What follows belongs to an exercise in optimizing a design on an open flow for small area, a short achievable clock period and few clock cycles per item; a production flow would make more cautious choices.
No functional check of the RTL was part of any run shown here.

===== design/flow/run.sh =====
#!/bin/bash
# synth_recipe.tcl (not shown) runs the flow's synth.tcl, then flattens the netlist and writes it again
# the make line also repeats each setting of config.mk as NAME=value (left out here)
make -C /OpenROAD-flow-scripts/flow DESIGN_CONFIG=/design/flow/config.mk WORK_HOME=/design/flow/orfs CLKGATE_MAP_FILE= SYNTH_SCRIPT=/design/flow/synth_recipe.tcl finish

===== design/flow/design.v =====
`timescale 1ns / 1ps
module valid_ready_FF #(
    parameter DATA_WIDTH = 128
)
(
    input clk,
    input reset,
    input                   i_valid,
    output                  i_ready,
    input  [DATA_WIDTH-1:0] i_data,
    output reg                  o_valid,
    input                       o_ready,
    output reg [DATA_WIDTH-1:0] o_data
);
    assign i_ready = o_ready | ~o_valid;
    always @(posedge clk) begin
        if(reset) begin
            o_valid <= 1'b0;
            o_data  <= 'd0;
        end
        else if(i_ready) begin
            o_valid <= i_valid;
            o_data  <= i_data;
        end
    end
endmodule
`timescale 1ns / 1ps
`timescale 1ns / 1ps
module dct_4x4_core (
    input          clk,
    input          reset,
    input          i_valid,
    output         i_ready,
    input  [255:0] i_data,
    output         o_valid,
    input          o_ready,
    output [255:0] o_data
);
    reg  [2:1] v;
    wire en = o_ready | ~v[2];
    assign i_ready = en;
    assign o_valid = v[2];
    always @(posedge clk) begin
        if (reset)
            v <= 2'd0;
        else if (en)
            v <= {v[1:1], i_valid};
    end
    wire signed [8:0] x00 = {1'b0, i_data[240 +: 8]};
    wire signed [8:0] x01 = {1'b0, i_data[224 +: 8]};
    wire signed [8:0] x02 = {1'b0, i_data[208 +: 8]};
    wire signed [8:0] x03 = {1'b0, i_data[192 +: 8]};
    wire signed [8:0] x10 = {1'b0, i_data[176 +: 8]};
    wire signed [8:0] x11 = {1'b0, i_data[160 +: 8]};
    wire signed [8:0] x12 = {1'b0, i_data[144 +: 8]};
    wire signed [8:0] x13 = {1'b0, i_data[128 +: 8]};
    wire signed [8:0] x20 = {1'b0, i_data[112 +: 8]};
    wire signed [8:0] x21 = {1'b0, i_data[96 +: 8]};
    wire signed [8:0] x22 = {1'b0, i_data[80 +: 8]};
    wire signed [8:0] x23 = {1'b0, i_data[64 +: 8]};
    wire signed [8:0] x30 = {1'b0, i_data[48 +: 8]};
    wire signed [8:0] x31 = {1'b0, i_data[32 +: 8]};
    wire signed [8:0] x32 = {1'b0, i_data[16 +: 8]};
    wire signed [8:0] x33 = {1'b0, i_data[0 +: 8]};
    wire signed [9:0] s03_0;
    wire signed [9:0] s03_0_a = x00;
    wire signed [9:0] s03_0_b = x30;
    rca #(10) u_rca0 (.a(s03_0_a), .b(s03_0_b), .ci(1'b0), .s(s03_0));
    wire signed [9:0] s12_0;
    wire signed [9:0] s12_0_a = x10;
    wire signed [9:0] s12_0_b = x20;
    rca #(10) u_rca1 (.a(s12_0_a), .b(s12_0_b), .ci(1'b0), .s(s12_0));
    wire signed [8:0] d03_0;
    wire signed [8:0] d03_0_a = x00;
    wire signed [8:0] d03_0_b = x30;
    rca #(9) u_rca2 (.a(d03_0_a), .b(~d03_0_b), .ci(1'b1), .s(d03_0));
    wire signed [8:0] d12_0;
    wire signed [8:0] d12_0_a = x10;
    wire signed [8:0] d12_0_b = x20;
    rca #(9) u_rca3 (.a(d12_0_a), .b(~d12_0_b), .ci(1'b1), .s(d12_0));
    wire signed [9:0] s03_1;
    wire signed [9:0] s03_1_a = x01;
    wire signed [9:0] s03_1_b = x31;
    rca #(10) u_rca4 (.a(s03_1_a), .b(s03_1_b), .ci(1'b0), .s(s03_1));
    wire signed [9:0] s12_1;
    wire signed [9:0] s12_1_a = x11;
    wire signed [9:0] s12_1_b = x21;
    rca #(10) u_rca5 (.a(s12_1_a), .b(s12_1_b), .ci(1'b0), .s(s12_1));
    wire signed [8:0] d03_1;
    wire signed [8:0] d03_1_a = x01;
    wire signed [8:0] d03_1_b = x31;
    rca #(9) u_rca6 (.a(d03_1_a), .b(~d03_1_b), .ci(1'b1), .s(d03_1));
    wire signed [8:0] d12_1;
    wire signed [8:0] d12_1_a = x11;
    wire signed [8:0] d12_1_b = x21;
    rca #(9) u_rca7 (.a(d12_1_a), .b(~d12_1_b), .ci(1'b1), .s(d12_1));
    wire signed [9:0] s03_2;
    wire signed [9:0] s03_2_a = x02;
    wire signed [9:0] s03_2_b = x32;
    rca #(10) u_rca8 (.a(s03_2_a), .b(s03_2_b), .ci(1'b0), .s(s03_2));
    wire signed [9:0] s12_2;
    wire signed [9:0] s12_2_a = x12;
    wire signed [9:0] s12_2_b = x22;
    rca #(10) u_rca9 (.a(s12_2_a), .b(s12_2_b), .ci(1'b0), .s(s12_2));
    wire signed [8:0] d03_2;
    wire signed [8:0] d03_2_a = x02;
    wire signed [8:0] d03_2_b = x32;
    rca #(9) u_rca10 (.a(d03_2_a), .b(~d03_2_b), .ci(1'b1), .s(d03_2));
    wire signed [8:0] d12_2;
    wire signed [8:0] d12_2_a = x12;
    wire signed [8:0] d12_2_b = x22;
    rca #(9) u_rca11 (.a(d12_2_a), .b(~d12_2_b), .ci(1'b1), .s(d12_2));
    wire signed [9:0] s03_3;
    wire signed [9:0] s03_3_a = x03;
    wire signed [9:0] s03_3_b = x33;
    rca #(10) u_rca12 (.a(s03_3_a), .b(s03_3_b), .ci(1'b0), .s(s03_3));
    wire signed [9:0] s12_3;
    wire signed [9:0] s12_3_a = x13;
    wire signed [9:0] s12_3_b = x23;
    rca #(10) u_rca13 (.a(s12_3_a), .b(s12_3_b), .ci(1'b0), .s(s12_3));
    wire signed [8:0] d03_3;
    wire signed [8:0] d03_3_a = x03;
    wire signed [8:0] d03_3_b = x33;
    rca #(9) u_rca14 (.a(d03_3_a), .b(~d03_3_b), .ci(1'b1), .s(d03_3));
    wire signed [8:0] d12_3;
    wire signed [8:0] d12_3_a = x13;
    wire signed [8:0] d12_3_b = x23;
    rca #(9) u_rca15 (.a(d12_3_a), .b(~d12_3_b), .ci(1'b1), .s(d12_3));
    wire signed [10:0] r00;
    wire signed [10:0] r00_a = s03_0;
    wire signed [10:0] r00_b = s12_0;
    rca #(11) u_rca16 (.a(r00_a), .b(r00_b), .ci(1'b0), .s(r00));
    wire signed [9:0] r20;
    wire signed [9:0] r20_a = s03_0;
    wire signed [9:0] r20_b = s12_0;
    rca #(10) u_rca17 (.a(r20_a), .b(~r20_b), .ci(1'b1), .s(r20));
    wire signed [10:0] r10;
    wire signed [10:0] r10_a = (d03_0 <<< 1);
    wire signed [10:0] r10_b = d12_0;
    rca #(11) u_rca18 (.a(r10_a), .b(r10_b), .ci(1'b0), .s(r10));
    wire signed [10:0] r30;
    wire signed [10:0] r30_a = d03_0;
    wire signed [10:0] r30_b = (d12_0 <<< 1);
    rca #(11) u_rca19 (.a(r30_a), .b(~r30_b), .ci(1'b1), .s(r30));
    wire signed [10:0] r01;
    wire signed [10:0] r01_a = s03_1;
    wire signed [10:0] r01_b = s12_1;
    rca #(11) u_rca20 (.a(r01_a), .b(r01_b), .ci(1'b0), .s(r01));
    wire signed [9:0] r21;
    wire signed [9:0] r21_a = s03_1;
    wire signed [9:0] r21_b = s12_1;
    rca #(10) u_rca21 (.a(r21_a), .b(~r21_b), .ci(1'b1), .s(r21));
    wire signed [10:0] r11;
    wire signed [10:0] r11_a = (d03_1 <<< 1);
    wire signed [10:0] r11_b = d12_1;
    rca #(11) u_rca22 (.a(r11_a), .b(r11_b), .ci(1'b0), .s(r11));
    wire signed [10:0] r31;
    wire signed [10:0] r31_a = d03_1;
    wire signed [10:0] r31_b = (d12_1 <<< 1);
    rca #(11) u_rca23 (.a(r31_a), .b(~r31_b), .ci(1'b1), .s(r31));
    wire signed [10:0] r02;
    wire signed [10:0] r02_a = s03_2;
    wire signed [10:0] r02_b = s12_2;
    rca #(11) u_rca24 (.a(r02_a), .b(r02_b), .ci(1'b0), .s(r02));
    wire signed [9:0] r22;
    wire signed [9:0] r22_a = s03_2;
    wire signed [9:0] r22_b = s12_2;
    rca #(10) u_rca25 (.a(r22_a), .b(~r22_b), .ci(1'b1), .s(r22));
    wire signed [10:0] r12;
    wire signed [10:0] r12_a = (d03_2 <<< 1);
    wire signed [10:0] r12_b = d12_2;
    rca #(11) u_rca26 (.a(r12_a), .b(r12_b), .ci(1'b0), .s(r12));
    wire signed [10:0] r32;
    wire signed [10:0] r32_a = d03_2;
    wire signed [10:0] r32_b = (d12_2 <<< 1);
    rca #(11) u_rca27 (.a(r32_a), .b(~r32_b), .ci(1'b1), .s(r32));
    wire signed [10:0] r03;
    wire signed [10:0] r03_a = s03_3;
    wire signed [10:0] r03_b = s12_3;
    rca #(11) u_rca28 (.a(r03_a), .b(r03_b), .ci(1'b0), .s(r03));
    wire signed [9:0] r23;
    wire signed [9:0] r23_a = s03_3;
    wire signed [9:0] r23_b = s12_3;
    rca #(10) u_rca29 (.a(r23_a), .b(~r23_b), .ci(1'b1), .s(r23));
    wire signed [10:0] r13;
    wire signed [10:0] r13_a = (d03_3 <<< 1);
    wire signed [10:0] r13_b = d12_3;
    rca #(11) u_rca30 (.a(r13_a), .b(r13_b), .ci(1'b0), .s(r13));
    wire signed [10:0] r33;
    wire signed [10:0] r33_a = d03_3;
    wire signed [10:0] r33_b = (d12_3 <<< 1);
    rca #(11) u_rca31 (.a(r33_a), .b(~r33_b), .ci(1'b1), .s(r33));
    wire signed [11:0] S03_0;
    wire signed [11:0] S03_0_a = r00;
    wire signed [11:0] S03_0_b = r03;
    rca #(12) u_rca32 (.a(S03_0_a), .b(S03_0_b), .ci(1'b0), .s(S03_0));
    wire signed [11:0] S12_0;
    wire signed [11:0] S12_0_a = r01;
    wire signed [11:0] S12_0_b = r02;
    rca #(12) u_rca33 (.a(S12_0_a), .b(S12_0_b), .ci(1'b0), .s(S12_0));
    wire signed [10:0] D03_0;
    wire signed [10:0] D03_0_a = r00;
    wire signed [10:0] D03_0_b = r03;
    rca #(11) u_rca34 (.a(D03_0_a), .b(~D03_0_b), .ci(1'b1), .s(D03_0));
    wire signed [10:0] D12_0;
    wire signed [10:0] D12_0_a = r01;
    wire signed [10:0] D12_0_b = r02;
    rca #(11) u_rca35 (.a(D12_0_a), .b(~D12_0_b), .ci(1'b1), .s(D12_0));
    wire signed [11:0] S03_1;
    wire signed [11:0] S03_1_a = r10;
    wire signed [11:0] S03_1_b = r13;
    rca #(12) u_rca36 (.a(S03_1_a), .b(S03_1_b), .ci(1'b0), .s(S03_1));
    wire signed [11:0] S12_1;
    wire signed [11:0] S12_1_a = r11;
    wire signed [11:0] S12_1_b = r12;
    rca #(12) u_rca37 (.a(S12_1_a), .b(S12_1_b), .ci(1'b0), .s(S12_1));
    wire signed [11:0] D03_1;
    wire signed [11:0] D03_1_a = r10;
    wire signed [11:0] D03_1_b = r13;
    rca #(12) u_rca38 (.a(D03_1_a), .b(~D03_1_b), .ci(1'b1), .s(D03_1));
    wire signed [11:0] D12_1;
    wire signed [11:0] D12_1_a = r11;
    wire signed [11:0] D12_1_b = r12;
    rca #(12) u_rca39 (.a(D12_1_a), .b(~D12_1_b), .ci(1'b1), .s(D12_1));
    wire signed [10:0] S03_2;
    wire signed [10:0] S03_2_a = r20;
    wire signed [10:0] S03_2_b = r23;
    rca #(11) u_rca40 (.a(S03_2_a), .b(S03_2_b), .ci(1'b0), .s(S03_2));
    wire signed [10:0] S12_2;
    wire signed [10:0] S12_2_a = r21;
    wire signed [10:0] S12_2_b = r22;
    rca #(11) u_rca41 (.a(S12_2_a), .b(S12_2_b), .ci(1'b0), .s(S12_2));
    wire signed [10:0] D03_2;
    wire signed [10:0] D03_2_a = r20;
    wire signed [10:0] D03_2_b = r23;
    rca #(11) u_rca42 (.a(D03_2_a), .b(~D03_2_b), .ci(1'b1), .s(D03_2));
    wire signed [10:0] D12_2;
    wire signed [10:0] D12_2_a = r21;
    wire signed [10:0] D12_2_b = r22;
    rca #(11) u_rca43 (.a(D12_2_a), .b(~D12_2_b), .ci(1'b1), .s(D12_2));
    wire signed [11:0] S03_3;
    wire signed [11:0] S03_3_a = r30;
    wire signed [11:0] S03_3_b = r33;
    rca #(12) u_rca44 (.a(S03_3_a), .b(S03_3_b), .ci(1'b0), .s(S03_3));
    wire signed [11:0] S12_3;
    wire signed [11:0] S12_3_a = r31;
    wire signed [11:0] S12_3_b = r32;
    rca #(12) u_rca45 (.a(S12_3_a), .b(S12_3_b), .ci(1'b0), .s(S12_3));
    wire signed [11:0] D03_3;
    wire signed [11:0] D03_3_a = r30;
    wire signed [11:0] D03_3_b = r33;
    rca #(12) u_rca46 (.a(D03_3_a), .b(~D03_3_b), .ci(1'b1), .s(D03_3));
    wire signed [11:0] D12_3;
    wire signed [11:0] D12_3_a = r31;
    wire signed [11:0] D12_3_b = r32;
    rca #(12) u_rca47 (.a(D12_3_a), .b(~D12_3_b), .ci(1'b1), .s(D12_3));
    reg [10:0] S03_0_q;
    always @(posedge clk) if (en) S03_0_q <= S03_0[10:0];
    wire signed [11:0] S03_0_r = {1'b0, S03_0_q};
    reg [10:0] S12_0_q;
    always @(posedge clk) if (en) S12_0_q <= S12_0[10:0];
    wire signed [11:0] S12_0_r = {1'b0, S12_0_q};
    reg signed [10:0] D03_0_q;
    always @(posedge clk) if (en) D03_0_q <= D03_0;
    wire signed [10:0] D03_0_r = D03_0_q;
    reg signed [10:0] D12_0_q;
    always @(posedge clk) if (en) D12_0_q <= D12_0;
    wire signed [10:0] D12_0_r = D12_0_q;
    reg signed [11:0] S03_1_q;
    always @(posedge clk) if (en) S03_1_q <= S03_1;
    wire signed [11:0] S03_1_r = S03_1_q;
    reg signed [11:0] S12_1_q;
    always @(posedge clk) if (en) S12_1_q <= S12_1;
    wire signed [11:0] S12_1_r = S12_1_q;
    reg signed [11:0] D03_1_q;
    always @(posedge clk) if (en) D03_1_q <= D03_1;
    wire signed [11:0] D03_1_r = D03_1_q;
    reg signed [11:0] D12_1_q;
    always @(posedge clk) if (en) D12_1_q <= D12_1;
    wire signed [11:0] D12_1_r = D12_1_q;
    reg signed [10:0] S03_2_q;
    always @(posedge clk) if (en) S03_2_q <= S03_2;
    wire signed [10:0] S03_2_r = S03_2_q;
    reg signed [10:0] S12_2_q;
    always @(posedge clk) if (en) S12_2_q <= S12_2;
    wire signed [10:0] S12_2_r = S12_2_q;
    reg signed [10:0] D03_2_q;
    always @(posedge clk) if (en) D03_2_q <= D03_2;
    wire signed [10:0] D03_2_r = D03_2_q;
    reg signed [10:0] D12_2_q;
    always @(posedge clk) if (en) D12_2_q <= D12_2;
    wire signed [10:0] D12_2_r = D12_2_q;
    reg signed [11:0] S03_3_q;
    always @(posedge clk) if (en) S03_3_q <= S03_3;
    wire signed [11:0] S03_3_r = S03_3_q;
    reg signed [11:0] S12_3_q;
    always @(posedge clk) if (en) S12_3_q <= S12_3;
    wire signed [11:0] S12_3_r = S12_3_q;
    reg signed [11:0] D03_3_q;
    always @(posedge clk) if (en) D03_3_q <= D03_3;
    wire signed [11:0] D03_3_r = D03_3_q;
    reg signed [11:0] D12_3_q;
    always @(posedge clk) if (en) D12_3_q <= D12_3;
    wire signed [11:0] D12_3_r = D12_3_q;
    wire signed [12:0] z00;
    wire signed [12:0] z00_a = S03_0_r;
    wire signed [12:0] z00_b = S12_0_r;
    rca #(13) u_rca48 (.a(z00_a), .b(z00_b), .ci(1'b0), .s(z00));
    wire signed [11:0] z02;
    wire signed [11:0] z02_a = S03_0_r;
    wire signed [11:0] z02_b = S12_0_r;
    rca #(12) u_rca49 (.a(z02_a), .b(~z02_b), .ci(1'b1), .s(z02));
    wire signed [12:0] z01;
    wire signed [12:0] z01_a = (D03_0_r <<< 1);
    wire signed [12:0] z01_b = D12_0_r;
    rca #(13) u_rca50 (.a(z01_a), .b(z01_b), .ci(1'b0), .s(z01));
    wire signed [12:0] z03;
    wire signed [12:0] z03_a = D03_0_r;
    wire signed [12:0] z03_b = (D12_0_r <<< 1);
    rca #(13) u_rca51 (.a(z03_a), .b(~z03_b), .ci(1'b1), .s(z03));
    wire signed [12:0] z10;
    wire signed [12:0] z10_a = S03_1_r;
    wire signed [12:0] z10_b = S12_1_r;
    rca #(13) u_rca52 (.a(z10_a), .b(z10_b), .ci(1'b0), .s(z10));
    wire signed [12:0] z12;
    wire signed [12:0] z12_a = S03_1_r;
    wire signed [12:0] z12_b = S12_1_r;
    rca #(13) u_rca53 (.a(z12_a), .b(~z12_b), .ci(1'b1), .s(z12));
    wire signed [13:0] z11;
    wire signed [13:0] z11_a = (D03_1_r <<< 1);
    wire signed [13:0] z11_b = D12_1_r;
    rca #(14) u_rca54 (.a(z11_a), .b(z11_b), .ci(1'b0), .s(z11));
    wire signed [13:0] z13;
    wire signed [13:0] z13_a = D03_1_r;
    wire signed [13:0] z13_b = (D12_1_r <<< 1);
    rca #(14) u_rca55 (.a(z13_a), .b(~z13_b), .ci(1'b1), .s(z13));
    wire signed [11:0] z20;
    wire signed [11:0] z20_a = S03_2_r;
    wire signed [11:0] z20_b = S12_2_r;
    rca #(12) u_rca56 (.a(z20_a), .b(z20_b), .ci(1'b0), .s(z20));
    wire signed [11:0] z22;
    wire signed [11:0] z22_a = S03_2_r;
    wire signed [11:0] z22_b = S12_2_r;
    rca #(12) u_rca57 (.a(z22_a), .b(~z22_b), .ci(1'b1), .s(z22));
    wire signed [12:0] z21;
    wire signed [12:0] z21_a = (D03_2_r <<< 1);
    wire signed [12:0] z21_b = D12_2_r;
    rca #(13) u_rca58 (.a(z21_a), .b(z21_b), .ci(1'b0), .s(z21));
    wire signed [12:0] z23;
    wire signed [12:0] z23_a = D03_2_r;
    wire signed [12:0] z23_b = (D12_2_r <<< 1);
    rca #(13) u_rca59 (.a(z23_a), .b(~z23_b), .ci(1'b1), .s(z23));
    wire signed [12:0] z30;
    wire signed [12:0] z30_a = S03_3_r;
    wire signed [12:0] z30_b = S12_3_r;
    rca #(13) u_rca60 (.a(z30_a), .b(z30_b), .ci(1'b0), .s(z30));
    wire signed [12:0] z32;
    wire signed [12:0] z32_a = S03_3_r;
    wire signed [12:0] z32_b = S12_3_r;
    rca #(13) u_rca61 (.a(z32_a), .b(~z32_b), .ci(1'b1), .s(z32));
    wire signed [13:0] z31;
    wire signed [13:0] z31_a = (D03_3_r <<< 1);
    wire signed [13:0] z31_b = D12_3_r;
    rca #(14) u_rca62 (.a(z31_a), .b(z31_b), .ci(1'b0), .s(z31));
    wire signed [13:0] z33;
    wire signed [13:0] z33_a = D03_3_r;
    wire signed [13:0] z33_b = (D12_3_r <<< 1);
    rca #(14) u_rca63 (.a(z33_a), .b(~z33_b), .ci(1'b1), .s(z33));
    wire signed [15:0] y00 = z00 <<< 2;
    wire signed [15:0] y01_t;
    wire signed [15:0] y01_a = z01 <<< 2;
    wire signed [15:0] y01_b = z01;
    rca #(16) u_rca64 (.a(y01_a), .b(y01_b), .ci(1'b0), .s(y01_t));
    wire signed [14:0] y01 = y01_t >>> 1;
    wire signed [14:0] y02 = z02 <<< 2;
    wire signed [15:0] y03_t;
    wire signed [15:0] y03_a = z03 <<< 2;
    wire signed [15:0] y03_b = z03;
    rca #(16) u_rca65 (.a(y03_a), .b(y03_b), .ci(1'b0), .s(y03_t));
    wire signed [14:0] y03 = y03_t >>> 1;
    wire signed [15:0] y10_t;
    wire signed [15:0] y10_a = z10 <<< 2;
    wire signed [15:0] y10_b = z10;
    rca #(16) u_rca66 (.a(y10_a), .b(y10_b), .ci(1'b0), .s(y10_t));
    wire signed [14:0] y10 = y10_t >>> 1;
    wire signed [15:0] y11_t;
    wire signed [15:0] y11_a = z11 <<< 1;
    wire signed [15:0] y11_b = z11;
    rca #(16) u_rca67 (.a(y11_a), .b(y11_b), .ci(1'b0), .s(y11_t));
    wire signed [14:0] y11 = y11_t >>> 1;
    wire signed [15:0] y12_t;
    wire signed [15:0] y12_a = z12 <<< 2;
    wire signed [15:0] y12_b = z12;
    rca #(16) u_rca68 (.a(y12_a), .b(y12_b), .ci(1'b0), .s(y12_t));
    wire signed [14:0] y12 = y12_t >>> 1;
    wire signed [15:0] y13_t;
    wire signed [15:0] y13_a = z13 <<< 1;
    wire signed [15:0] y13_b = z13;
    rca #(16) u_rca69 (.a(y13_a), .b(y13_b), .ci(1'b0), .s(y13_t));
    wire signed [14:0] y13 = y13_t >>> 1;
    wire signed [14:0] y20 = z20 <<< 2;
    wire signed [15:0] y21_t;
    wire signed [15:0] y21_a = z21 <<< 2;
    wire signed [15:0] y21_b = z21;
    rca #(16) u_rca70 (.a(y21_a), .b(y21_b), .ci(1'b0), .s(y21_t));
    wire signed [14:0] y21 = y21_t >>> 1;
    wire signed [14:0] y22 = z22 <<< 2;
    wire signed [15:0] y23_t;
    wire signed [15:0] y23_a = z23 <<< 2;
    wire signed [15:0] y23_b = z23;
    rca #(16) u_rca71 (.a(y23_a), .b(y23_b), .ci(1'b0), .s(y23_t));
    wire signed [14:0] y23 = y23_t >>> 1;
    wire signed [15:0] y30_t;
    wire signed [15:0] y30_a = z30 <<< 2;
    wire signed [15:0] y30_b = z30;
    rca #(16) u_rca72 (.a(y30_a), .b(y30_b), .ci(1'b0), .s(y30_t));
    wire signed [14:0] y30 = y30_t >>> 1;
    wire signed [15:0] y31_t;
    wire signed [15:0] y31_a = z31 <<< 1;
    wire signed [15:0] y31_b = z31;
    rca #(16) u_rca73 (.a(y31_a), .b(y31_b), .ci(1'b0), .s(y31_t));
    wire signed [14:0] y31 = y31_t >>> 1;
    wire signed [15:0] y32_t;
    wire signed [15:0] y32_a = z32 <<< 2;
    wire signed [15:0] y32_b = z32;
    rca #(16) u_rca74 (.a(y32_a), .b(y32_b), .ci(1'b0), .s(y32_t));
    wire signed [14:0] y32 = y32_t >>> 1;
    wire signed [15:0] y33_t;
    wire signed [15:0] y33_a = z33 <<< 1;
    wire signed [15:0] y33_b = z33;
    rca #(16) u_rca75 (.a(y33_a), .b(y33_b), .ci(1'b0), .s(y33_t));
    wire signed [14:0] y33 = y33_t >>> 1;
    reg [13:0] y00_q;
    always @(posedge clk) if (en) y00_q <= y00[13:0];
    wire signed [14:0] y00_r = {1'b0, y00_q};
    reg signed [13:0] y01_q;
    always @(posedge clk) if (en) y01_q <= y01;
    wire signed [13:0] y01_r = y01_q;
    reg signed [13:0] y02_q;
    always @(posedge clk) if (en) y02_q <= y02;
    wire signed [13:0] y02_r = y02_q;
    reg signed [13:0] y03_q;
    always @(posedge clk) if (en) y03_q <= y03;
    wire signed [13:0] y03_r = y03_q;
    reg signed [13:0] y10_q;
    always @(posedge clk) if (en) y10_q <= y10;
    wire signed [13:0] y10_r = y10_q;
    reg signed [13:0] y11_q;
    always @(posedge clk) if (en) y11_q <= y11;
    wire signed [13:0] y11_r = y11_q;
    reg signed [13:0] y12_q;
    always @(posedge clk) if (en) y12_q <= y12;
    wire signed [13:0] y12_r = y12_q;
    reg signed [13:0] y13_q;
    always @(posedge clk) if (en) y13_q <= y13;
    wire signed [13:0] y13_r = y13_q;
    reg signed [13:0] y20_q;
    always @(posedge clk) if (en) y20_q <= y20;
    wire signed [13:0] y20_r = y20_q;
    reg signed [13:0] y21_q;
    always @(posedge clk) if (en) y21_q <= y21;
    wire signed [13:0] y21_r = y21_q;
    reg signed [13:0] y22_q;
    always @(posedge clk) if (en) y22_q <= y22;
    wire signed [13:0] y22_r = y22_q;
    reg signed [13:0] y23_q;
    always @(posedge clk) if (en) y23_q <= y23;
    wire signed [13:0] y23_r = y23_q;
    reg signed [13:0] y30_q;
    always @(posedge clk) if (en) y30_q <= y30;
    wire signed [13:0] y30_r = y30_q;
    reg signed [13:0] y31_q;
    always @(posedge clk) if (en) y31_q <= y31;
    wire signed [13:0] y31_r = y31_q;
    reg signed [13:0] y32_q;
    always @(posedge clk) if (en) y32_q <= y32;
    wire signed [13:0] y32_r = y32_q;
    reg signed [13:0] y33_q;
    always @(posedge clk) if (en) y33_q <= y33;
    wire signed [13:0] y33_r = y33_q;
    assign o_data[240 +: 16] = y00_r;
    assign o_data[224 +: 16] = y01_r;
    assign o_data[208 +: 16] = y02_r;
    assign o_data[192 +: 16] = y03_r;
    assign o_data[176 +: 16] = y10_r;
    assign o_data[160 +: 16] = y11_r;
    assign o_data[144 +: 16] = y12_r;
    assign o_data[128 +: 16] = y13_r;
    assign o_data[112 +: 16] = y20_r;
    assign o_data[96 +: 16] = y21_r;
    assign o_data[80 +: 16] = y22_r;
    assign o_data[64 +: 16] = y23_r;
    assign o_data[48 +: 16] = y30_r;
    assign o_data[32 +: 16] = y31_r;
    assign o_data[16 +: 16] = y32_r;
    assign o_data[0 +: 16] = y33_r;
endmodule
module rca #(parameter W = 8) (
    input  [W-1:0] a,
    input  [W-1:0] b,
    input          ci,
    output [W-1:0] s
);
    wire [W:0] c;
    assign c[0] = ci;
    genvar k;
    generate
        for (k = 0; k < W; k = k + 1) begin : g_fa
            assign s[k]   = a[k] ^ b[k] ^ c[k];
            assign c[k+1] = (a[k] & b[k]) | (c[k] & (a[k] ^ b[k]));
        end
    endgenerate
endmodule

===== design/flow/constraint.sdc =====
create_clock -name core_clock -period 5.0 [get_ports {clk}]
set_input_delay 1.0000 -clock core_clock [delete_from_list [all_inputs] [get_ports {clk}]]
set_output_delay 1.0000 -clock core_clock [all_outputs]
set_load 0.01 [all_outputs]

===== design/flow/config.mk =====
export PLATFORM = sky130hd
export DESIGN_NAME = dct_4x4_core
export DESIGN_NICKNAME = dct_4x4_core
export VERILOG_FILES = /design/flow/design.v
export SDC_FILE = /design/flow/constraint.sdc
export NUM_CORES = 4
export LEC_CHECK = 0
export CAP_MARGIN = 20
export CORE_MARGIN = 2
export CORE_UTILIZATION = 40
export PLACE_DENSITY = 0.6
export SLEW_MARGIN = 20

==> results of run 1 <==
logic make-up (layout without fill, tap and decap cells):
group / after synthesis / after routing
and+or+nand+nor: 2 / 2
other: 1 / 12
AOI/OAI and AO/OA: 2 / 2
DFF: 392 / 392
buffers and inverters: 874 / 1712
adders and majority gates: 782 / 782
worst paths after layout:
check | to | depth (start not counted) | slack, ns
worst max-delay path | D12_1_q[10]$_DFFE_PP_ | 19 | -1.07
worst min-delay path | v[2]$_SDFFE_PP0P_ | 2 | 0.45
worst max register to register | y13_q[12]$_DFFE_PP_ | 16 | -0.96
worst min register to register | v[2]$_SDFFE_PP0P_ | 2 | 0.45
layout make-up:
class	instances	share of cell area
antenna	2	0.0001202
sequential	392	0.2822
multi-input combinational	796	0.4058
clock inverter	28	0.005439
inverter	832	0.07668
clock buffer	54	0.02990
timing repair buffer	798	0.1707
tap	969	0.02912
cells in the final DEF, fill, tap and decap left out, drive strengths merged:
master / instances
inv: 832
conb: 10
ha: 76
nand2b: 1
dlymetal6s2s: 2
clkdlybuf4s50: 342
fa: 706
clkbuf: 63
a31o: 1
dfxtp: 2
a21oi: 1
clkinv: 22
diode: 2
and4bb: 1
buf: 438
clkdlybuf4s15: 2
edfxtp: 390
bufinv: 3
dlygate4sd2: 5
clkinvlp: 3
critical path, cell delays in order:
cell	delay, ns
buf_8	0.10
inv_4	0.04
ha_4	0.11
inv_2	0.04
fa_2	0.42
fa_2	0.35
fa_2	0.37
fa_2	0.37
fa_2	0.56
inv_2	0.05
fa_2	0.53
inv_2	0.06
fa_2	0.37
fa_2	0.37
fa_2	0.40
fa_2	0.37
fa_2	0.37
inv_2	0.07
fa_1	0.41
per-stage QoR:
step | util | instances
3_3_place_gp | 0.5234 | 3718
2_1_floorplan | - | 2062
5_1_grt | 0.5574 | 3869
4_1_cts | 0.5527 | 3846
3_5_place_dp | 0.5234 | 3718
6_report | 0.5575 | 3871
per-layer routing:
metal / global-route usage / share of wire / wire length, um
met2: 0.3433 / 0.48 / 38270
met1: 0.3019 / 0.43 / 34110
met5: 0 / 0.0011 / 86
met3: 0.05272 / 0.070 / 5568
met4: 0.05004 / 0.022 / 1749
what timing repair did:
item,in CTS,in global routing
endpoints found under the setup margin,147,136
setup buffers,46,29
pin swaps,183,169
resized for setup,305,141
==> results by group, run 1 <==
Logic synthesis
  – Most frequently used cell type in the post-synthesis netlist: inv_1
  – Synthesized-area fraction occupied by ao, oa, aoi and oai cells: 0.0004541
  – Mean Syn Cell Area: approximately 15 um^2
  – Part of the Yosys area used for sequential elements: 0.3877
  – Flop and latch count out of synthesis: between 300 and 400
  – Most frequent cells after synthesis: inv_1, fa_1, edfxtp_1, ha_1, buf_4
  – Synth area leaders: fa_1, edfxtp_1, inv_1, ha_1, buf_4
  – Yosys warnings: 1
  – Post-synth top area share: 0.4663
  – Arithmetic-cell share of the synthesized area counting full adders, half adders and majority gates: 0.4977
  – Distinct cell type count after synthesis: 11
  – Ys async rst share: 0
  – Number of instances in the synthesized netlist: 2053
  – Fraction of the mapped netlist area in simple logic gates: 0.0006192
  – Count of flip-flops with a built-in enable after synthesis: 390
  – Synth Flop Type: edfxtp_1
  – Post-Synth XOR/XNOR Area: 0
  – Portion of netlist area occupied by mux cells: 0
  – Post-synthesis instance area: 30310 um^2
  – Main combinational cell family by area after synthesis: adder cells
  – Post-synthesis cell type with the largest combined area: fa_1

CTS
  – Deepest clock path buffer count: 3
  – TritonCTS Sinks: about 390
  – Total clock buffers created by CTS: 46
  – Root buffer cell: clkbuf_16
  – H-tree lvl count: 2
  – TritonCTS clock tree: yes
  – Number of hold buffers added after cts: 0
  – CTS clock-pin slew for the worst setup and hold paths: 0.06 ns
  – Insertion delay of the later-clocked pin in the worst-skew pair: ~0.59 ns

Layout
  – Final nets: about 4k
  – Area of the multi-input gates: 16900 um^2
  – Proportion of layout cells with a drive suffix above 1: 0.4700
  – Final Cell Area: 41640 um^2
  – Register area: 11750 um^2
  – FILL cells: approximately 6k
  – Area Overhead vs Synth: 37.38%

Setup path
  – Type of the worst setup path: in2reg
  – Category of the worst setup path launch point: input pin
  – R2r startpoint: D03_1_q[1]$_DFFE_PP_
  – Start point of the critical path: i_data[144]
  – Worst Path Max Fanout: 2
  – Crit path capture type: flop
  – Data arrival time at the worst-slack endpoint: 6.39 ns
  – Required time worst endpoint: 5.32 ns

Timing
  – Tightest Pin Transition: roughly 0.89 ns
  – Post-route worst hold slack: between 0.4 and 0.5 ns
  – Fin crit share: 1.214
  – Fmax: 0.1647 GHz
  – Number of pins exceeding their max-slew limit in the final report: 0
  – Post-route setup TNS: -67.72 ns
  – Final Worst Setup Slack: -1.070 ns
  – Clock period minus worst slack: approximately 6.1 ns
  – RSZ-0062 raised after global routing: yes
  – Final setup vio count: approximately 110
  – Slew margin rel.: 0.4086
  – Hold Fails Final Rpt: 0
  – Largest clock skew in the final design: about 0.026 ns

Routing
  – Count of unresolved DRC violations after routing: 0
  – Detail Route Antenna Nets: 0
  – Initial DRC count: about 850
  – Total wire length after detailed routing: 79790 um
  – Vias/cell: ~4.4
  – TritonRoute pass-1 iters: 5
  – Average wire per cell in the routed design: 20.61 um
  – Vias: approximately 17k

Status
  – Status: failed layout checks
  – Failed Checks: negative setup slack

Hold path
  – Origin of the worst min-delay path: v[1]$_SDFFE_PP0P_
  – Kind of path behind the tightest hold check: reg2reg

Global route
  – Number of global-route vias before repair: 20.08k
  – Initial antenna violation count: 11
  – Pin count of the biggest net entering global routing: roughly 130
  – Wire length of the first global-routing pass: between 100000 and 150000 um
  – Sum of overflow across all layers after global routing: 0
  – Aggregate global-route resource usage: 0.2159

Place
  – Pre-CTS WS: -2.145 ns
  – Number of port buffers: 379
  – Routability Congestion: roughly 0.89
  – Detailed Place HPWL: roughly 70000 um
  – Placement-stage cell area: roughly 39000 um^2

Job
  – Max-cap check violation count: 0

Die
  – Die area: 77990 um^2
  – Initial Utilization: 0.4058
  – Number of core rows: 100
  – Horizontal extent of the die: 279.3 um
  – Boundary Pins: slightly above 500
  – CORE AREA: roughly 75000 um^2
  – Die height: 279.3 um
==> inputs of run 2 (changes only) <==
--- a/design/flow/design.v
+++ b/design/flow/design.v
@@ -190,181 +190,181 @@
     wire signed [10:0] r33_a = d03_3;
     wire signed [10:0] r33_b = (d12_3 <<< 1);
     rca #(11) u_rca31 (.a(r33_a), .b(~r33_b), .ci(1'b1), .s(r33));
+    reg [9:0] r00_q;
+    always @(posedge clk) if (en) r00_q <= r00[9:0];
+    wire signed [10:0] r00_r = {1'b0, r00_q};
+    reg signed [9:0] r20_q;
+    always @(posedge clk) if (en) r20_q <= r20;
+    wire signed [9:0] r20_r = r20_q;
+    reg signed [10:0] r10_q;
+    always @(posedge clk) if (en) r10_q <= r10;
+    wire signed [10:0] r10_r = r10_q;
+    reg signed [10:0] r30_q;
+    always @(posedge clk) if (en) r30_q <= r30;
+    wire signed [10:0] r30_r = r30_q;
+    reg [9:0] r01_q;
+    always @(posedge clk) if (en) r01_q <= r01[9:0];
+    wire signed [10:0] r01_r = {1'b0, r01_q};
+    reg signed [9:0] r21_q;
+    always @(posedge clk) if (en) r21_q <= r21;
+    wire signed [9:0] r21_r = r21_q;
+    reg signed [10:0] r11_q;
+    always @(posedge clk) if (en) r11_q <= r11;
+    wire signed [10:0] r11_r = r11_q;
+    reg signed [10:0] r31_q;
+    always @(posedge clk) if (en) r31_q <= r31;
+    wire signed [10:0] r31_r = r31_q;
+    reg [9:0] r02_q;
+    always @(posedge clk) if (en) r02_q <= r02[9:0];
+    wire signed [10:0] r02_r = {1'b0, r02_q};
+    reg signed [9:0] r22_q;
+    always @(posedge clk) if (en) r22_q <= r22;
+    wire signed [9:0] r22_r = r22_q;
+    reg signed [10:0] r12_q;
+    always @(posedge clk) if (en) r12_q <= r12;
+    wire signed [10:0] r12_r = r12_q;
+    reg signed [10:0] r32_q;
+    always @(posedge clk) if (en) r32_q <= r32;
+    wire signed [10:0] r32_r = r32_q;
+    reg [9:0] r03_q;
+    always @(posedge clk) if (en) r03_q <= r03[9:0];
+    wire signed [10:0] r03_r = {1'b0, r03_q};
+    reg signed [9:0] r23_q;
+    always @(posedge clk) if (en) r23_q <= r23;
+    wire signed [9:0] r23_r = r23_q;
+    reg signed [10:0] r13_q;
+    always @(posedge clk) if (en) r13_q <= r13;
+    wire signed [10:0] r13_r = r13_q;
+    reg signed [10:0] r33_q;
+    always @(posedge clk) if (en) r33_q <= r33;
+    wire signed [10:0] r33_r = r33_q;
     wire signed [11:0] S03_0;
-    wire signed [11:0] S03_0_a = r00;
-    wire signed [11:0] S03_0_b = r03;
+    wire signed [11:0] S03_0_a = r00_r;
+    wire signed [11:0] S03_0_b = r03_r;
     rca #(12) u_rca32 (.a(S03_0_a), .b(S03_0_b), .ci(1'b0), .s(S03_0));
     wire signed [11:0] S12_0;
-    wire signed [11:0] S12_0_a = r01;
-    wire signed [11:0] S12_0_b = r02;
+    wire signed [11:0] S12_0_a = r01_r;
+    wire signed [11:0] S12_0_b = r02_r;
     rca #(12) u_rca33 (.a(S12_0_a), .b(S12_0_b), .ci(1'b0), .s(S12_0));
     wire signed [10:0] D03_0;
-    wire signed [10:0] D03_0_a = r00;
-    wire signed [10:0] D03_0_b = r03;
+    wire signed [10:0] D03_0_a = r00_r;
+    wire signed [10:0] D03_0_b = r03_r;
     rca #(11) u_rca34 (.a(D03_0_a), .b(~D03_0_b), .ci(1'b1), .s(D03_0));
     wire signed [10:0] D12_0;
-    wire signed [10:0] D12_0_a = r01;
-    wire signed [10:0] D12_0_b = r02;
+    wire signed [10:0] D12_0_a = r01_r;
+    wire signed [10:0] D12_0_b = r02_r;
     rca #(11) u_rca35 (.a(D12_0_a), .b(~D12_0_b), .ci(1'b1), .s(D12_0));
     wire signed [11:0] S03_1;
-    wire signed [11:0] S03_1_a = r10;
-    wire signed [11:0] S03_1_b = r13;
+    wire signed [11:0] S03_1_a = r10_r;
+    wire signed [11:0] S03_1_b = r13_r;
     rca #(12) u_rca36 (.a(S03_1_a), .b(S03_1_b), .ci(1'b0), .s(S03_1));
     wire signed [11:0] S12_1;
-    wire signed [11:0] S12_1_a = r11;
-    wire signed [11:0] S12_1_b = r12;
+    wire signed [11:0] S12_1_a = r11_r;
+    wire signed [11:0] S12_1_b = r12_r;
     rca #(12) u_rca37 (.a(S12_1_a), .b(S12_1_b), .ci(1'b0), .s(S12_1));
     wire signed [11:0] D03_1;
-    wire signed [11:0] D03_1_a = r10;
-    wire signed [11:0] D03_1_b = r13;
+    wire signed [11:0] D03_1_a = r10_r;
+    wire signed [11:0] D03_1_b = r13_r;
     rca #(12) u_rca38 (.a(D03_1_a), .b(~D03_1_b), .ci(1'b1), .s(D03_1));
     wire signed [11:0] D12_1;
-    wire signed [11:0] D12_1_a = r11;
-    wire signed [11:0] D12_1_b = r12;
+    wire signed [11:0] D12_1_a = r11_r;
+    wire signed [11:0] D12_1_b = r12_r;
     rca #(12) u_rca39 (.a(D12_1_a), .b(~D12_1_b), .ci(1'b1), .s(D12_1));
     wire signed [10:0] S03_2;
-    wire signed [10:0] S03_2_a = r20;
-    wire signed [10:0] S03_2_b = r23;
+    wire signed [10:0] S03_2_a = r20_r;
+    wire signed [10:0] S03_2_b = r23_r;
     rca #(11) u_rca40 (.a(S03_2_a), .b(S03_2_b), .ci(1'b0), .s(S03_2));
     wire signed [10:0] S12_2;
-    wire signed [10:0] S12_2_a = r21;
-    wire signed [10:0] S12_2_b = r22;
+    wire signed [10:0] S12_2_a = r21_r;
+    wire signed [10:0] S12_2_b = r22_r;
     rca #(11) u_rca41 (.a(S12_2_a), .b(S12_2_b), .ci(1'b0), .s(S12_2));
     wire signed [10:0] D03_2;
-    wire signed [10:0] D03_2_a = r20;
-    wire signed [10:0] D03_2_b = r23;
+    wire signed [10:0] D03_2_a = r20_r;
+    wire signed [10:0] D03_2_b = r23_r;
     rca #(11) u_rca42 (.a(D03_2_a), .b(~D03_2_b), .ci(1'b1), .s(D03_2));
     wire signed [10:0] D12_2;
-    wire signed [10:0] D12_2_a = r21;
-    wire signed [10:0] D12_2_b = r22;
+    wire signed [10:0] D12_2_a = r21_r;
+    wire signed [10:0] D12_2_b = r22_r;
     rca #(11) u_rca43 (.a(D12_2_a), .b(~D12_2_b), .ci(1'b1), .s(D12_2));
     wire signed [11:0] S03_3;
-    wire signed [11:0] S03_3_a = r30;
-    wire signed [11:0] S03_3_b = r33;
+    wire signed [11:0] S03_3_a = r30_r;
+    wire signed [11:0] S03_3_b = r33_r;
     rca #(12) u_rca44 (.a(S03_3_a), .b(S03_3_b), .ci(1'b0), .s(S03_3));
     wire signed [11:0] S12_3;
-    wire signed [11:0] S12_3_a = r31;
-    wire signed [11:0] S12_3_b = r32;
+    wire signed [11:0] S12_3_a = r31_r;
+    wire signed [11:0] S12_3_b = r32_r;
     rca #(12) u_rca45 (.a(S12_3_a), .b(S12_3_b), .ci(1'b0), .s(S12_3));
     wire signed [11:0] D03_3;
-    wire signed [11:0] D03_3_a = r30;
-    wire signed [11:0] D03_3_b = r33;
+    wire signed [11:0] D03_3_a = r30_r;
+    wire signed [11:0] D03_3_b = r33_r;
     rca #(12) u_rca46 (.a(D03_3_a), .b(~D03_3_b), .ci(1'b1), .s(D03_3));
     wire signed [11:0] D12_3;
-    wire signed [11:0] D12_3_a = r31;
-    wire signed [11:0] D12_3_b = r32;
+    wire signed [11:0] D12_3_a = r31_r;
+    wire signed [11:0] D12_3_b = r32_r;
     rca #(12) u_rca47 (.a(D12_3_a), .b(~D12_3_b), .ci(1'b1), .s(D12_3));
-    reg [10:0] S03_0_q;
-    always @(posedge clk) if (en) S03_0_q <= S03_0[10:0];
-    wire signed [11:0] S03_0_r = {1'b0, S03_0_q};
-    reg [10:0] S12_0_q;
-    always @(posedge clk) if (en) S12_0_q <= S12_0[10:0];
-    wire signed [11:0] S12_0_r = {1'b0, S12_0_q};
-    reg signed [10:0] D03_0_q;
-    always @(posedge clk) if (en) D03_0_q <= D03_0;
-    wire signed [10:0] D03_0_r = D03_0_q;
-    reg signed [10:0] D12_0_q;
-    always @(posedge clk) if (en) D12_0_q <= D12_0;
-    wire signed [10:0] D12_0_r = D12_0_q;
-    reg signed [11:0] S03_1_q;
-    always @(posedge clk) if (en) S03_1_q <= S03_1;
-    wire signed [11:0] S03_1_r = S03_1_q;
-    reg signed [11:0] S12_1_q;
-    always @(posedge clk) if (en) S12_1_q <= S12_1;
-    wire signed [11:0] S12_1_r = S12_1_q;
-    reg signed [11:0] D03_1_q;
-    always @(posedge clk) if (en) D03_1_q <= D03_1;
-    wire signed [11:0] D03_1_r = D03_1_q;
-    reg signed [11:0] D12_1_q;
-    always @(posedge clk) if (en) D12_1_q <= D12_1;
-    wire signed [11:0] D12_1_r = D12_1_q;
-    reg signed [10:0] S03_2_q;
-    always @(posedge clk) if (en) S03_2_q <= S03_2;
-    wire signed [10:0] S03_2_r = S03_2_q;
-    reg signed [10:0] S12_2_q;
-    always @(posedge clk) if (en) S12_2_q <= S12_2;
-    wire signed [10:0] S12_2_r = S12_2_q;
-    reg signed [10:0] D03_2_q;
-    always @(posedge clk) if (en) D03_2_q <= D03_2;
-    wire signed [10:0] D03_2_r = D03_2_q;
-    reg signed [10:0] D12_2_q;
-    always @(posedge clk) if (en) D12_2_q <= D12_2;
-    wire signed [10:0] D12_2_r = D12_2_q;
-    reg signed [11:0] S03_3_q;
-    always @(posedge clk) if (en) S03_3_q <= S03_3;
-    wire signed [11:0] S03_3_r = S03_3_q;
-    reg signed [11:0] S12_3_q;
-    always @(posedge clk) if (en) S12_3_q <= S12_3;
-    wire signed [11:0] S12_3_r = S12_3_q;
-    reg signed [11:0] D03_3_q;
-    always @(posedge clk) if (en) D03_3_q <= D03_3;
-    wire signed [11:0] D03_3_r = D03_3_q;
-    reg signed [11:0] D12_3_q;
-    always @(posedge clk) if (en) D12_3_q <= D12_3;
-    wire signed [11:0] D12_3_r = D12_3_q;
     wire signed [12:0] z00;
-    wire signed [12:0] z00_a = S03_0_r;
-    wire signed [12:0] z00_b = S12_0_r;
+    wire signed [12:0] z00_a = S03_0;
+    wire signed [12:0] z00_b = S12_0;
     rca #(13) u_rca48 (.a(z00_a), .b(z00_b), .ci(1'b0), .s(z00));
     wire signed [11:0] z02;
-    wire signed [11:0] z02_a = S03_0_r;
-    wire signed [11:0] z02_b = S12_0_r;
+    wire signed [11:0] z02_a = S03_0;
+    wire signed [11:0] z02_b = S12_0;
     rca #(12) u_rca49 (.a(z02_a), .b(~z02_b), .ci(1'b1), .s(z02));
     wire signed [12:0] z01;
-    wire signed [12:0] z01_a = (D03_0_r <<< 1);
-    wire signed [12:0] z01_b = D12_0_r;
+    wire signed [12:0] z01_a = (D03_0 <<< 1);
+    wire signed [12:0] z01_b = D12_0;
     rca #(13) u_rca50 (.a(z01_a), .b(z01_b), .ci(1'b0), .s(z01));
     wire signed [12:0] z03;
-    wire signed [12:0] z03_a = D03_0_r;
-    wire signed [12:0] z03_b = (D12_0_r <<< 1);
+    wire signed [12:0] z03_a = D03_0;
+    wire signed [12:0] z03_b = (D12_0 <<< 1);
     rca #(13) u_rca51 (.a(z03_a), .b(~z03_b), .ci(1'b1), .s(z03));
     wire signed [12:0] z10;
-    wire signed [12:0] z10_a = S03_1_r;
-    wire signed [12:0] z10_b = S12_1_r;
+    wire signed [12:0] z10_a = S03_1;
+    wire signed [12:0] z10_b = S12_1;
     rca #(13) u_rca52 (.a(z10_a), .b(z10_b), .ci(1'b0), .s(z10));
     wire signed [12:0] z12;
-    wire signed [12:0] z12_a = S03_1_r;
-    wire signed [12:0] z12_b = S12_1_r;
+    wire signed [12:0] z12_a = S03_1;
+    wire signed [12:0] z12_b = S12_1;
     rca #(13) u_rca53 (.a(z12_a), .b(~z12_b), .ci(1'b1), .s(z12));
     wire signed [13:0] z11;
-    wire signed [13:0] z11_a = (D03_1_r <<< 1);
-    wire signed [13:0] z11_b = D12_1_r;
+    wire signed [13:0] z11_a = (D03_1 <<< 1);
+    wire signed [13:0] z11_b = D12_1;
     rca #(14) u_rca54 (.a(z11_a), .b(z11_b), .ci(1'b0), .s(z11));
     wire signed [13:0] z13;
-    wire signed [13:0] z13_a = D03_1_r;
-    wire signed [13:0] z13_b = (D12_1_r <<< 1);
+    wire signed [13:0] z13_a = D03_1;
+    wire signed [13:0] z13_b = (D12_1 <<< 1);
     rca #(14) u_rca55 (.a(z13_a), .b(~z13_b), .ci(1'b1), .s(z13));
     wire signed [11:0] z20;
-    wire signed [11:0] z20_a = S03_2_r;
-    wire signed [11:0] z20_b = S12_2_r;
+    wire signed [11:0] z20_a = S03_2;
+    wire signed [11:0] z20_b = S12_2;
     rca #(12) u_rca56 (.a(z20_a), .b(z20_b), .ci(1'b0), .s(z20));
     wire signed [11:0] z22;
-    wire signed [11:0] z22_a = S03_2_r;
-    wire signed [11:0] z22_b = S12_2_r;
+    wire signed [11:0] z22_a = S03_2;
+    wire signed [11:0] z22_b = S12_2;
     rca #(12) u_rca57 (.a(z22_a), .b(~z22_b), .ci(1'b1), .s(z22));
     wire signed [12:0] z21;
-    wire signed [12:0] z21_a = (D03_2_r <<< 1);
-    wire signed [12:0] z21_b = D12_2_r;
+    wire signed [12:0] z21_a = (D03_2 <<< 1);
+    wire signed [12:0] z21_b = D12_2;
     rca #(13) u_rca58 (.a(z21_a), .b(z21_b), .ci(1'b0), .s(z21));
     wire signed [12:0] z23;
-    wire signed [12:0] z23_a = D03_2_r;
-    wire signed [12:0] z23_b = (D12_2_r <<< 1);
+    wire signed [12:0] z23_a = D03_2;
+    wire signed [12:0] z23_b = (D12_2 <<< 1);
     rca #(13) u_rca59 (.a(z23_a), .b(~z23_b), .ci(1'b1), .s(z23));
     wire signed [12:0] z30;
-    wire signed [12:0] z30_a = S03_3_r;
-    wire signed [12:0] z30_b = S12_3_r;
+    wire signed [12:0] z30_a = S03_3;
+    wire signed [12:0] z30_b = S12_3;
     rca #(13) u_rca60 (.a(z30_a), .b(z30_b), .ci(1'b0), .s(z30));
     wire signed [12:0] z32;
-    wire signed [12:0] z32_a = S03_3_r;
-    wire signed [12:0] z32_b = S12_3_r;
+    wire signed [12:0] z32_a = S03_3;
+    wire signed [12:0] z32_b = S12_3;
     rca #(13) u_rca61 (.a(z32_a), .b(~z32_b), .ci(1'b1), .s(z32));
     wire signed [13:0] z31;
-    wire signed [13:0] z31_a = (D03_3_r <<< 1);
-    wire signed [13:0] z31_b = D12_3_r;
+    wire signed [13:0] z31_a = (D03_3 <<< 1);
+    wire signed [13:0] z31_b = D12_3;
     rca #(14) u_rca62 (.a(z31_a), .b(z31_b), .ci(1'b0), .s(z31));
     wire signed [13:0] z33;
-    wire signed [13:0] z33_a = D03_3_r;
-    wire signed [13:0] z33_b = (D12_3_r <<< 1);
+    wire signed [13:0] z33_a = D03_3;
+    wire signed [13:0] z33_b = (D12_3 <<< 1);
     rca #(14) u_rca63 (.a(z33_a), .b(~z33_b), .ci(1'b1), .s(z33));
     wire signed [15:0] y00 = z00 <<< 2;
     wire signed [15:0] y01_t;
==> results by group, run 2 <==
Status
  – Status: failed layout checks
  – Failed Checks: negative setup slack

Setup path
  – Slowest stage delay, CP: roughly 0.6 ns
  – Required time worst endpoint: approximately 5.3 ns
  – Worst Path Max Fanout: 2
  – Number of buffers and inverters on the critical path: 3
  – Ordered cell list for the critical path: inv_1 > ha_1 > inv_1 > fa_2 > fa_2 > fa_2 > fa_2 > fa_2 > fa_2 > fa_2 > inv_2 > fa_2 > fa_2 > fa_2 > fa_2 > fa_2 > fa_1 > xor2_1 > ha_1 > o21bai_4 > fa_2
  – Cell at the slowest stage of the critical path: fa_2
  – Type of the worst setup path: reg2reg
  – Cell type group with the largest total delay on the critical path: adder cells
  – Data arrival time at the worst-slack endpoint: 7.40 ns
  – Category of the worst setup path launch point: flop
  – Stages on the worst setup path: 21
  – Number of cells traversed by the worst register-to-register path: 21
  – Crit path capture type: flop
  – Most frequent cell on the critical path: fa_2

Place
  – Pre-CTS WS: -2.173 ns
  – Placed instance count: 3823
  – Routability Congestion: around 0.87
  – Placement-stage cell area: about 40000 um^2
  – Number of port buffers: about 380
  – Detailed Place HPWL: 68600 um

Logic synthesis
  – Most frequent cells after synthesis: inv_1, fa_1, edfxtp_1, ha_1, buf_4
  – Synth Flop Type: edfxtp_1
  – Post-synth top area share: 0.4526
  – Post-synthesis cell type with the largest combined area: fa_1
  – Post-synthesis instance area: 30160 um^2
  – Distinct cell type count after synthesis: 18
  – Flop and latch count out of synthesis: between 300 and 400
  – Mean Syn Cell Area: approximately 14 um^2
  – Most frequently used cell type in the post-synthesis netlist: inv_1
  – Yosys warnings: 1
  – Part of the Yosys area used for sequential elements: 0.3767
  – Count of flip-flops with a built-in enable after synthesis: between 300 and 400
  – Ys async rst share: 0
  – Number of instances in the synthesized netlist: between 2k and 2.5k
  – Synth area leaders: fa_1, edfxtp_1, inv_1, ha_1, buf_4

Timing
  – Post-route worst hold slack: 0.4509 ns
  – Final Worst Setup Slack: -2.096 ns
  – Post-route setup TNS: -94.65 ns
  – Clock period minus worst slack: around 7.1 ns
  – Hold Fails Final Rpt: 0
  – Slew margin rel.: 0.4167
  – Largest clock skew in the final design: roughly 0.019 ns
  – Fmax: about 0.14 GHz
  – Final setup vio count: between 90 and 100
  – Fin crit share: 1.419
  – Tightest Pin Transition: ~0.87 ns
  – RSZ-0062 raised after global routing: yes
  – Number of pins exceeding their max-slew limit in the final report: 0

Die
  – Number of core rows: 100
  – Die height: 278.6 um
  – Initial Utilization: 0.4045
  – Boundary Pins: around 520
  – Horizontal extent of the die: roughly 280 um
  – CORE AREA: around 75000 um^2
  – Die area: between 70000 and 80000 um^2

CTS
  – Number of hold buffers added after cts: 0
  – TritonCTS Sinks: ~380
  – CTS clock-pin slew for the worst setup and hold paths: 0.06 ns
  – Total clock buffers created by CTS: 46
  – Insertion delay of the later-clocked pin in the worst-skew pair: roughly 0.57 ns
  – TritonCTS clock tree: yes
  – Root buffer cell: clkbuf_16
  – Deepest clock path buffer count: 3
  – H-tree lvl count: 2

Global route
  – Sum of overflow across all layers after global routing: 0
  – Aggregate global-route resource usage: 0.2116
  – Wire length of the first global-routing pass: roughly 120000 um
  – Initial antenna violation count: 12
  – Number of global-route vias before repair: just over 20k
  – Pin count of the biggest net entering global routing: ~140

Job
  – Max-cap check violation count: 0

Layout
  – Area Overhead vs Synth: 36.87%
  – Proportion of layout cells with a drive suffix above 1: 0.4120
  – FILL cells: approximately 6k
  – Leading cell types in the layout, fill and taps excluded: inv_1, fa_2, buf_4, edfxtp_1, clkdlybuf4s50_1
  – Commonest non-fill, non-tap cell in the layout: inv_1
  – Fin cells: around 3.9k
  – Final Cell Area: 41280 um^2
  – Final nets: 3975

Routing
  – Initial DRC count: 876
  – Vias: ~17k
  – Detail Route Antenna Nets: 0
  – Vias/cell: around 4.3
  – Average wire per cell in the routed design: 20.01 um
  – Count of unresolved DRC violations after routing: 0
  – Total wire length after detailed routing: about 79000 um
  – TritonRoute pass-1 iters: 5

Hold path
  – Number of cells on the worst hold path: 2
  – Kind of path behind the tightest hold check: reg2reg
-- run 2: changes by cell type after synthesis, sizes merged, moves of 3 or more --
cell / delta
a21o: +5
edfxtp: -13
ha: +17
xor2: +8
o21bai: +5
xnor2: +8
fa: -24
a21oi: +3
inv: +66
nor2: +4
-- run 2: what timing repair did --
| action | 4_1_cts | 5_1_grt |
|---|---|---|
| gates resized for setup | 293 | 89 |
| pin swaps | 208 | 139 |
| endpoints found under the setup margin | 138 | 124 |
| buffers inserted | 29 | 15 |
-- run 2: cells by family after synthesis --
kind of cell / count (synthesis) / share of synthesized area
AOI/OAI and AO/OA: 14 / 0.003194
xor gates and xnor gates: 16 / 0.004895
adders and majority gates: 775 / 0.4912
buffers and inverters: 941 / 0.1225
DFF: 379 / 0.3767
muxes: 1 / 0.0003319
other: 1 / 0.0001243
and+or+nand+nor: 7 / 0.001120
-- run 2: worst paths after layout --
| kind | from | slack [ns] | end |
|---|---|---|---|
| worst min-delay path | v[1]$_SDFFE_PP0P_ | 0.45 | v[2]$_SDFFE_PP0P_ |
| worst min register to register | v[1]$_SDFFE_PP0P_ | 0.45 | v[2]$_SDFFE_PP0P_ |
| worst max register to register | r10_q[0]$_DFFE_PP_ | -2.10 | y13_q[12]$_DFFE_PP_ |
| worst max-delay path | r10_q[0]$_DFFE_PP_ | -2.10 | y13_q[12]$_DFFE_PP_ |
-- run 2: stage by stage --
stage,util
3_5_place_dp,0.5211
2_1_floorplan,-
4_1_cts,0.5506
6_report,0.5536
5_1_grt,0.5536
3_3_place_gp,0.5211
-- run 2: layout make-up --
| class | count | area, um^2 | share of cell area |
|---|---|---|---|
| antenna | 2 | 5.005 | 0.0001212 |
| clock buffer | 59 | 1261 | 0.03055 |
| clock inverter | 25 | 311.5 | 0.007546 |
| inverter | 898 | 3436 | 0.08322 |
| multi-input combinational | 823 | 16760 | 0.4060 |
| sequential | 379 | 11360 | 0.2752 |
| tap | 969 | 1212 | 0.02937 |
| timing repair buffer | 792 | 6938 | 0.1681 |
-- run 2: metal layers --
layer / global-route usage / wire length, um / up-vias
met5: 0 / 116 / -
met4: 0.04081 / 1486 / 20
met3: 0.04483 / 4816 / 101
met2: 0.3520 / 38960 / 392
met1: 0.2900 / 33590 / 8936
li1: - / - / 7587
-- run 2: worst min-delay path, cell delays in order, from the launching register on --
cell and delay (ns):
dfxtp_1 0.31, inv_1 0.05, a21oi_1 0.05

what the ideal ports hide:
The results above use ideal ports. As a check the final layouts listed here were re-extracted and re-timed, cells and wires unchanged.
Step 1, drivers: a clkbuf_16 drives clk and a buf_2 each remaining input, both assumed.
Step 2 times the ports against the registers' clock, not the clock port: input delays grow and output delays shrink by t, the midpoint of the rising clock arrivals with the driver on.
a / b / c = no drivers / after step 1 / after step 2; a / b = the first two.
run	shift t [ns]	slack for setup (ns)	worst register clock-pin slew, ns	worst data-port slew with drivers (ns)	cell pins on the clock port's net
run 1	0.637	-1.070 / -1.055 / -1.692	0.07 / 0.07	0.15	1
run 2	0.624	-2.096 / -2.096 / -2.096	0.06 / 0.06	0.12	1
For run 1, which loses most, drivers alone change the setup slack by +0.015 ns; drivers and shift together by -0.622 ns.
